Context: an optimization exercise on an open-source flow, tuned for small area and a short achievable clock period. The choices shown serve that exercise and are no tape-out recipe.
The RTL was checked by simulation tests, not by an equivalence proof against the original design.

==> run a <==
==> flow/design.v (excerpt) <==
module murtajiz_core (
input  logic        clk,
input  logic        reset,
output logic [19:0] imem_addr,
input  logic [31:0] imem_rdata,
output logic [9:0]  dmem_addr,
output logic [31:0] dmem_wdata,
output logic        dmem_we,
output logic        dmem_re,
input  logic [31:0] dmem_rdata );
export LEC_CHECK = 0
export CAP_MARGIN = 20
export CORE_MARGIN = 2
export CORE_UTILIZATION = 40
export SETUP_SLACK_MARGIN = 3.5
export SLEW_MARGIN = 20
export SYNTH_HIERARCHICAL = 1
create_clock -name core_clock -period 11.0 [get_ports {clk}]
run.sh (not shown) runs the stock make flow with config.mk's settings and CLKGATE_MAP_FILE= SYNTH_SCRIPT=/design/flow/synth_recipe.tcl, a recipe that flattens the netlist after the stock synthesis.
==> run b: changes against run a <==
--- a/flow/design.v
+++ b/flow/design.v
@@ -29,49 +29,49 @@
 wire f7_20 = (f7 == 7'h20);
 wire r_add = op_r & ~f7_0 & ~f7_20;
 wire arith = op_r | op_i;
 wire [2:0] ef3 = r_add ? 3'b000 : f3;
 wire alt   = f7_20 & ~r_add;                        
 wire r_zero = op_r & f7_20 & (f3 != 3'b000) & (f3 != 3'b101);
-wire do_sub = (op_r & f7_20 & (f3 == 3'b000)) | op_br |
-              (arith & (ef3[2:1] == 2'b01));        
+wire do_sub = op_r & f7_20 & (f3 == 3'b000);       
 wire do_sra = alt & (f3 == 3'b101);
 wire [31:0] iimm = {{20{ins[31]}}, ins[31:20]};
 wire [31:0] bimm = {{19{ins[31]}}, ins[31], ins[7], ins[30:25], ins[11:8], 1'b0};
 wire [31:0] jimm = {{11{ins[31]}}, ins[31], ins[19:12], ins[20], ins[30:21], 1'b0};
 wire [31:0] uimm = {ins[31:12], 12'b0};
 logic [31:0] rs1v, rs2v;
-logic [31:1] sel1, sel2;
-always_comb begin
-  for (int i = 1; i < 32; i++) begin
-    sel1[i] = (rs1a == 5'(i));
-    sel2[i] = (rs2a == 5'(i));
-  end
-end
-for (genvar b = 0; b < 32; b++) begin : g_rd
+logic [31:1] sel1lo, sel1hi, sel2;
+regdec u_dec1lo (.a(rs1a), .sel(sel1lo));
+regdec u_dec1hi (.a(rs1a), .sel(sel1hi));
+regdec u_dec2   (.a(rs2a), .sel(sel2));
+for (genvar k = 0; k < 32; k++) begin : g_rd
   logic [31:1] col;
   for (genvar i = 1; i < 32; i++) begin : g_col
-    assign col[i] = rf[i][b];
+    assign col[i] = rf[i][k];
   end
-  rdbit u_rd1 (.d(col), .sel(sel1), .v(rs1v[b]));
-  rdbit u_rd2 (.d(col), .sel(sel2), .v(rs2v[b]));
+  if (k < 10) begin : g_lo
+    rdbit u_rd1 (.d(col), .sel(sel1lo), .v(rs1v[k]));
+  end else begin : g_hi
+    rdbit u_rd1 (.d(col), .sel(sel1hi), .v(rs1v[k]));
+  end
+  rdbit u_rd2 (.d(col), .sel(sel2), .v(rs2v[k]));
 end
 wire [9:0] ls_off = {ins[29:25], ins[5] ? ins[11:7] : ins[24:20]};
 logic co_unused;
 padd #(.N(10), .L(4)) u_aadd (.a(rs1v[9:0]), .b(ls_off), .cin(1'b0), .s(dmem_addr), .cout(co_unused));
 assign dmem_wdata = rs2v;
 assign dmem_we    = ~reset & op_st;
 assign dmem_re    = ~reset & op_ld;
 wire use_rs2 = op_r | op_br;
-wire [31:0] opb  = use_rs2 ? rs2v : iimm;
-wire [31:0] opbx = opb ^ {32{do_sub}};
+logic [31:0] opb, opbx;
+bsel u_bsa (.rs2(rs2v), .imm(iimm), .use_rs2(use_rs2), .inv(do_sub), .b(opbx));
+bsel u_bsl (.rs2(rs2v), .imm(iimm), .use_rs2(use_rs2), .inv(1'b0),   .b(opb));
 logic [32:0] sum;
 padd #(.N(32), .L(5)) u_add (.a(rs1v), .b(opbx), .cin(do_sub), .s(sum[31:0]), .cout(sum[32]));
-wire ltu = ~sum[32];
-wire lt  = (rs1v[31] ^ opb[31]) ? rs1v[31] : sum[31];
-wire eq  = (rs1v == opb);
+logic ltu, lt, eq;
+cmp32 u_cmp (.a(rs1v), .b(opb), .ltu(ltu), .lt(lt), .eq(eq));
 wire [4:0]  shamt = opb[4:0];
 wire shl = (ef3 == 3'b001);
 logic [31:0] shin, shout, shres;
 always_comb begin
   for (int k = 0; k < 32; k++) shin[k] = shl ? rs1v[31-k] : rs1v[k];
 end
@@ -90,50 +90,64 @@
 wire s_or   = a_ok & (ef3 == 3'b110);
 wire s_and  = a_ok & (ef3 == 3'b111);
 wire s_lui  = op_lui & ~reset;
 wire s_ld   = op_ld & ~reset;
 wire s_link = (op_jal | op_jalr) & ~reset;
 wire [31:0] pc4 = {pc[31:2] + 30'd1, pc[1:0]};
-wire [31:0] wd =
-    ({32{s_add}}  & sum[31:0]) |
-    ({32{s_sh}}   & shres) |
+wire [31:0] wd_early =
     ({32{s_slt}}  & {31'b0, lt}) |
     ({32{s_sltu}} & {31'b0, ltu}) |
     ({32{s_xor}}  & (rs1v ^ opb)) |
     ({32{s_or}}   & (rs1v | opb)) |
     ({32{s_and}}  & (rs1v & opb)) |
     ({32{s_lui}}  & uimm) |
     ({32{s_ld}}   & dmem_rdata) |
     ({32{s_link}} & pc4);
+logic [31:0] wd;
+wbsel u_wb (.e(wd_early), .sum(sum[31:0]), .sh(shres), .s_add(s_add), .s_sh(s_sh), .wd(wd));
 wire regwrite = (arith | op_lui | op_ld | op_jal | op_jalr);
 always_ff @(posedge clk) begin
   for (int i = 1; i < 32; i++)
     if (reset | (regwrite & (rd == 5'(i))))
       rf[i] <= wd;
 end
 wire taken = op_br & (f3[2] ? ((f3[1] ? ltu : lt) ^ f3[0])
                             : (~f3[1] & (eq ^ f3[0])));
 wire [31:0] pc_tgt = pc + (op_jal ? jimm : bimm);
+wire [31:0] pc_nt = op_jalr ? sum[31:0] : (op_jal ? pc_tgt : pc4);
 always_ff @(posedge clk) begin
-  if (reset)                 pc <= 32'h0;
-  else if (op_jalr)          pc <= sum[31:0];
-  else if (op_jal | taken)   pc <= pc_tgt;
-  else                       pc <= pc4;
+  if (reset)      pc <= 32'h0;
+  else if (taken) pc <= pc_tgt;
+  else            pc <= pc_nt;
 end
 assign imem_addr = pc[21:2];
 endmodule
 module padd #(parameter int N = 32, parameter int L = 5) (
 input  logic [N-1:0] a, b,
 input  logic         cin,
 output logic [N-1:0] s,
 output logic         cout );
-wire [N-1:0] p0 = a ^ b;
+logic [N-1:0] g0, p0;
+pgen #(.N(N)) u_pg (.a(a), .b(b), .g(g0), .p(p0));
+pfx #(.N(N), .L(L)) u_pfx (.g0(g0), .p0(p0), .cin(cin), .s(s), .cout(cout));
+endmodule
+module pgen #(parameter int N = 32) (
+input  logic [N-1:0] a, b,
+output logic [N-1:0] g, p );
+assign g = a & b;
+assign p = a ^ b;
+endmodule
+module pfx #(parameter int N = 32, parameter int L = 5) (
+input  logic [N-1:0] g0, p0,
+input  logic         cin,
+output logic [N-1:0] s,
+output logic         cout );
 for (genvar l = 0; l <= L; l++) begin : lv
   wire [N-1:0] g, p;
   if (l == 0) begin : g_in
-    assign g = {a[N-1:1] & b[N-1:1], (a[0] & b[0]) | (p0[0] & cin)};
+    assign g = {g0[N-1:1], g0[0] | (p0[0] & cin)};
     assign p = p0;
   end else begin : g_pre
     for (genvar i = 0; i < N; i++) begin : g_bit
       if (i >= (1 << (l-1))) begin : g_op
         assign g[i] = lv[l-1].g[i] | (lv[l-1].p[i] & lv[l-1].g[i - (1 << (l-1))]);
         assign p[i] = lv[l-1].p[i] & lv[l-1].p[i - (1 << (l-1))];
@@ -148,8 +162,100 @@
 assign cout = lv[L].g[N-1];
 endmodule
 module rdbit (
 input  logic [31:1] d,
 input  logic [31:1] sel,
 output logic        v );
+logic [3:0] q;
+logic [1:0] qn;
+rdq8 u_q0 (.d({d[7:1], 1'b0}),  .sel({sel[7:1], 1'b0}),  .v(q[0]));
+rdq8 u_q1 (.d(d[15:8]),  .sel(sel[15:8]),  .v(q[1]));
+rdq8 u_q2 (.d(d[23:16]), .sel(sel[23:16]), .v(q[2]));
+rdq8 u_q3 (.d(d[31:24]), .sel(sel[31:24]), .v(q[3]));
+nor2m  u_n0 (.a(q[0]), .b(q[1]), .y(qn[0]));
+nor2m  u_n1 (.a(q[2]), .b(q[3]), .y(qn[1]));
+nand2m u_n2 (.a(qn[0]), .b(qn[1]), .y(v));
+endmodule
+module rdq8 (
+input  logic [7:0] d,
+input  logic [7:0] sel,
+output logic       v );
 assign v = |(d & sel);
 endmodule
+module nor2m (input logic a, b, output logic y);
+assign y = ~(a | b);
+endmodule
+module nand2m (input logic a, b, output logic y);
+assign y = ~(a & b);
+endmodule
+module regdec (
+input  logic [4:0]  a,
+output logic [31:1] sel );
+logic [4:0] an;
+logic [3:0] p2n;
+logic [7:0] p3n;
+for (genvar j = 0; j < 5; j++) begin : g_inv
+  invm u_inv (.a(a[j]), .y(an[j]));
+end
+for (genvar j = 0; j < 4; j++) begin : g_p2
+  nand2m u_p2 (.a(j[0] ? a[0] : an[0]), .b(j[1] ? a[1] : an[1]), .y(p2n[j]));
+end
+for (genvar k = 0; k < 8; k++) begin : g_p3
+  nand3m u_p3 (.a(k[0] ? a[2] : an[2]), .b(k[1] ? a[3] : an[3]), .c(k[2] ? a[4] : an[4]),
+               .y(p3n[k]));
+end
+for (genvar i = 1; i < 32; i++) begin : g_sel
+  nor2m u_sel (.a(p3n[i >> 2]), .b(p2n[i & 3]), .y(sel[i]));
+end
+endmodule
+module invm (input logic a, output logic y);
+assign y = ~a;
+endmodule
+module nand3m (input logic a, b, c, output logic y);
+assign y = ~(a & b & c);
+endmodule
+module cmp32 (
+input  logic [31:0] a, b,
+output logic        ltu, lt, eq );
+wire [30:0] l0 = ~a[30:0] & b[30:0];
+wire [30:0] e0 = ~(a[30:0] ^ b[30:0]);
+wire [15:0] l1, e1;
+wire [7:0]  l2, e2;
+wire [3:0]  l3, e3;
+wire [1:0]  l4, e4;
+assign l1[15] = l0[30];
+assign e1[15] = e0[30];
+for (genvar i = 0; i < 15; i++) begin : g1
+  assign l1[i] = l0[2*i+1] | (e0[2*i+1] & l0[2*i]);
+  assign e1[i] = e0[2*i+1] & e0[2*i];
+end
+for (genvar i = 0; i < 8; i++) begin : g2
+  assign l2[i] = l1[2*i+1] | (e1[2*i+1] & l1[2*i]);
+  assign e2[i] = e1[2*i+1] & e1[2*i];
+end
+for (genvar i = 0; i < 4; i++) begin : g3
+  assign l3[i] = l2[2*i+1] | (e2[2*i+1] & l2[2*i]);
+  assign e3[i] = e2[2*i+1] & e2[2*i];
+end
+for (genvar i = 0; i < 2; i++) begin : g4
+  assign l4[i] = l3[2*i+1] | (e3[2*i+1] & l3[2*i]);
+  assign e4[i] = e3[2*i+1] & e3[2*i];
+end
+wire lt30 = l4[1] | (e4[1] & l4[0]);
+wire eq30 = e4[1] & e4[0];
+wire e31  = ~(a[31] ^ b[31]);
+assign ltu = (~a[31] & b[31]) | (e31 & lt30);
+assign lt  = (a[31] & ~b[31]) | (e31 & lt30);
+assign eq  = e31 & eq30;
+endmodule
+module wbsel (
+input  logic [31:0] e, sum, sh,
+input  logic        s_add, s_sh,
+output logic [31:0] wd );
+assign wd = e | ({32{s_add}} & sum) | ({32{s_sh}} & sh);
+endmodule
+module bsel (
+input  logic [31:0] rs2, imm,
+input  logic        use_rs2, inv,
+output logic [31:0] b );
+assign b = (use_rs2 ? rs2 : imm) ^ {32{inv}};
+endmodule
- CTS_CLUSTER_DIAMETER: unset -> 120
- CTS_CLUSTER_SIZE: unset -> 20
- SETUP_SLACK_MARGIN: 3.5 -> 4.2
==> flow_metrics.tcl <==
set metrics [dict create \
    finalNetCount 5256 \
    status "no timing/DRC/antenna violations" \
    multi_input_cells 3184 \
    p_leak_nw 23.4 \
    wl_met1_mm 88.8 \
    arrival_ps 5050 \
    postCtsSetupBuffers 152 \
    viasPerCell 7.03 \
    powerComb_mw 2.10 \
    switchingPower_mw 2.78 \
    drtIter0Drc 8650 \
]
Source of the figures above: run b

==> flow_metrics.tcl <==
set metrics [dict create \
    status "failed layout checks" \
    checkFailReasons "max-capacitance violations, max-slew violations" \
    drv_slew 39 \
    drtIter0Drc 8152 \
    viasPerCell 7.15 \
    p_leak_nw 23.9 \
    cap_violations 5 \
]
Source of the figures above: run a

what the ideal ports hide:
In the flow no input, the clock included, has a driving cell. The finished layouts below were timed again as built, in two steps. Step 1 sets driving cells, clkbuf_16 on the clock port and buf_2 on the other inputs (assumed; they add their load-dependent delay and slew). Step 2 also shifts input and output timing later by t, the mid clock arrival at the registers, as if the neighbouring blocks saw the same clock. a / b / c = ideal / step 1 / step 2; a / b = the first two.
| run | t (ns) | setup WS [ns] | latest minus earliest clock arrival (ns) | worst register clock-pin slew, ns | worst data-port slew with drivers (ns) |
|---|---|---|---|---|---|
| run a | 0.806 | 2.848 / 2.780 / 1.974 | 0.071 / 0.071 | 0.07 / 0.07 | 0.22 |
| run b | 0.808 | 3.753 / 3.661 / 3.275 | 0.078 / 0.078 | 0.10 / 0.10 | 0.09 |
The setup slack of run a, which loses most, moves by -0.068 ns with the drivers and by -0.874 ns with both steps.
